Background: an optimization exercise with open tools, aiming at small area. Do not read the settings as production practice. Power is estimated from default activity; no workload was simulated.

// the_game
module the_game(CLK, rst, stage_plus, shoot, pause, plate_move_r, plate_move_l, LightR, LightG, LightB, chooseCol, enable);
  input CLK;
  wire CLK;
  input rst;
  wire rst;
  input stage_plus;
  wire stage_plus;
  input shoot;
  wire shoot;
  input pause;
  wire pause;
  input plate_move_r;
  wire plate_move_r;
  input plate_move_l;
  wire plate_move_l;
  output [7:0] LightR;
  wire [7:0] LightR;
  output [7:0] LightG;
  wire [7:0] LightG;
  output [7:0] LightB;
  wire [7:0] LightB;
  output [2:0] chooseCol;
  reg [2:0] chooseCol;
  output enable;
  wire enable;
  wire [3:0] _000_;
  wire [3:0] _001_;
  wire _002_;
  wire _003_;
  wire _004_;
  wire _005_;
  wire _006_;
  wire _007_;
  wire _008_;
  wire _009_;
  wire _010_;
  wire _011_;
  wire _012_;
  wire _013_;
  wire _014_;
  wire _015_;
  wire _016_;
  wire _017_;
  wire _018_;
  wire _019_;
  wire _020_;
  wire _021_;
  wire _022_;
  wire _023_;
  wire _024_;
  wire _025_;
  wire _026_;
  wire _027_;
  wire _028_;
  wire _029_;
  wire _030_;
  wire _031_;
  wire _032_;
  wire _033_;
  wire _034_;
  wire _035_;
  wire _036_;
  wire _037_;
  wire _038_;
  wire _039_;
  wire _040_;
  wire _041_;
  wire _042_;
  wire _043_;
  wire _044_;
  wire _045_;
  wire _046_;
  wire _047_;
  wire _048_;
  wire _049_;
  wire _050_;
  wire _051_;
  wire _052_;
  wire _053_;
  wire _054_;
  wire _055_;
  wire _056_;
  wire _057_;
  wire _058_;
  wire _059_;
  wire _060_;
  wire _061_;
  wire _062_;
  wire _063_;
  wire _064_;
  wire _065_;
  wire _066_;
  wire _067_;
  wire _068_;
  wire _069_;
  wire _070_;
  wire _071_;
  wire _072_;
  wire _073_;
  wire _074_;
  wire _075_;
  wire _076_;
  wire _077_;
  wire _078_;
  wire _079_;
  wire _080_;
  wire _081_;
  wire _082_;
  wire _083_;
  wire _084_;
  wire _085_;
  wire _086_;
  wire _087_;
  wire _088_;
  ...
For scale: about 680 cells after synthesis, ~120 flip-flops, ~35 I/O pins, ~5700 µm² of cells after synthesis.
Settings: LEC_CHECK=0, ABC_AREA=1, ABC_CLOCK_PERIOD_IN_PS=12000, CAP_MARGIN=20, CORE_MARGIN=2, CORE_UTILIZATION=60, PLACE_DENSITY=0.7, SLEW_MARGIN=20; clock period 12.0 ns.
standard.sh (not shown) runs the stock make flow with config.mk's settings and CLKGATE_MAP_FILE= SYNTH_SCRIPT=/design/flow/synth_recipe.tcl, a recipe that flattens the netlist after the stock synthesis.
==> flow/flow/run.sh <==
#!/bin/bash
# Standard layout, with the port buffers made of buf_1 and a clock tree of
# clkbuf_4 without dummy loads.
export BUFFER_PORTS_ARGS="-buffer_cell sky130_fd_sc_hd__buf_1"
export CTS_ARGS="-sink_clustering_enable -repair_clock_nets -dont_use_dummy_load -buf_list sky130_fd_sc_hd__clkbuf_4 -sink_clustering_size 20 -sink_clustering_max_diameter 60"
bash standard.sh > standard.log 2>&1
The starting point passed the timing, design-rule and antenna checks.
Edit:
==> flow/run.sh (new file) <==
#!/bin/bash
# synth_recipe.tcl (not shown) runs the flow's synth.tcl, then flattens the netlist and writes it again
# the make line also repeats each setting of config.mk as NAME=value (left out here)
make -C /OpenROAD-flow-scripts/flow DESIGN_CONFIG=/design/flow/config.mk WORK_HOME=/design/flow/orfs CLKGATE_MAP_FILE= SYNTH_SCRIPT=/design/flow/synth_recipe.tcl finish
--- a/flow/config.mk
+++ b/flow/config.mk
@@ -8,7 +8,7 @@
 export ABC_AREA = 1
 export ABC_CLOCK_PERIOD_IN_PS = 12000
-export CAP_MARGIN = 20
+export CAP_MARGIN = 40
 export CORE_MARGIN = 2
-export CORE_UTILIZATION = 60
-export PLACE_DENSITY = 0.7
-export SLEW_MARGIN = 20
+export CORE_UTILIZATION = 25
+export PLACE_DENSITY = 0.35
+export SLEW_MARGIN = 40
removed: flow/flow/run.sh
removed: flow/standard.sh
The new run completed without violations. Worst setup slack gets worse by 0.35 ns. Maximum frequency came out lower by a few percent. Wire length came out higher by about a fifth. Utilization came out lower by 35 points. Critical path depth does not change. Total power came out higher by well over a third. Sequential share of layout area came out lower by 5.3 points. Register-to-register slack gets worse by 0.03 ns. Synthesized area stays the same. Clock skew came out lower by 0.027 ns.
No run of this note included a check of the RTL's function; only the layout flow was run.

==> afterwards: timing with drivers on the ports <==
The results above use ideal ports. As a check the final layouts listed here were re-extracted and re-timed, cells and wires unchanged. Step 1 (the two cells are an assumption about what drives the block):
set clk [get_ports {CLK}]
set_driving_cell -lib_cell sky130_fd_sc_hd__clkbuf_16 $clk
set_driving_cell -lib_cell sky130_fd_sc_hd__buf_2 [delete_from_list [all_inputs] $clk]
Step 2 adds t to the input delays and takes it off the output delays; t is the mean of the earliest and latest rising clock arrival at the registers after step 1. Input paths then give back, and output paths get back, about the clock's delay inside the block. a / b / c = ideal / step 1 / step 2; a / b = the first two.
| run | shift t [ns] | setup slack, ns | worst setup path at the end |
|---|---|---|---|
| the first run | 0.527 | 6.706 / 6.673 / 7.148 | input to register |
| the second run | 0.455 | 6.353 / 6.307 / 6.717 | input to register |
After both steps every run listed still meets setup and hold.
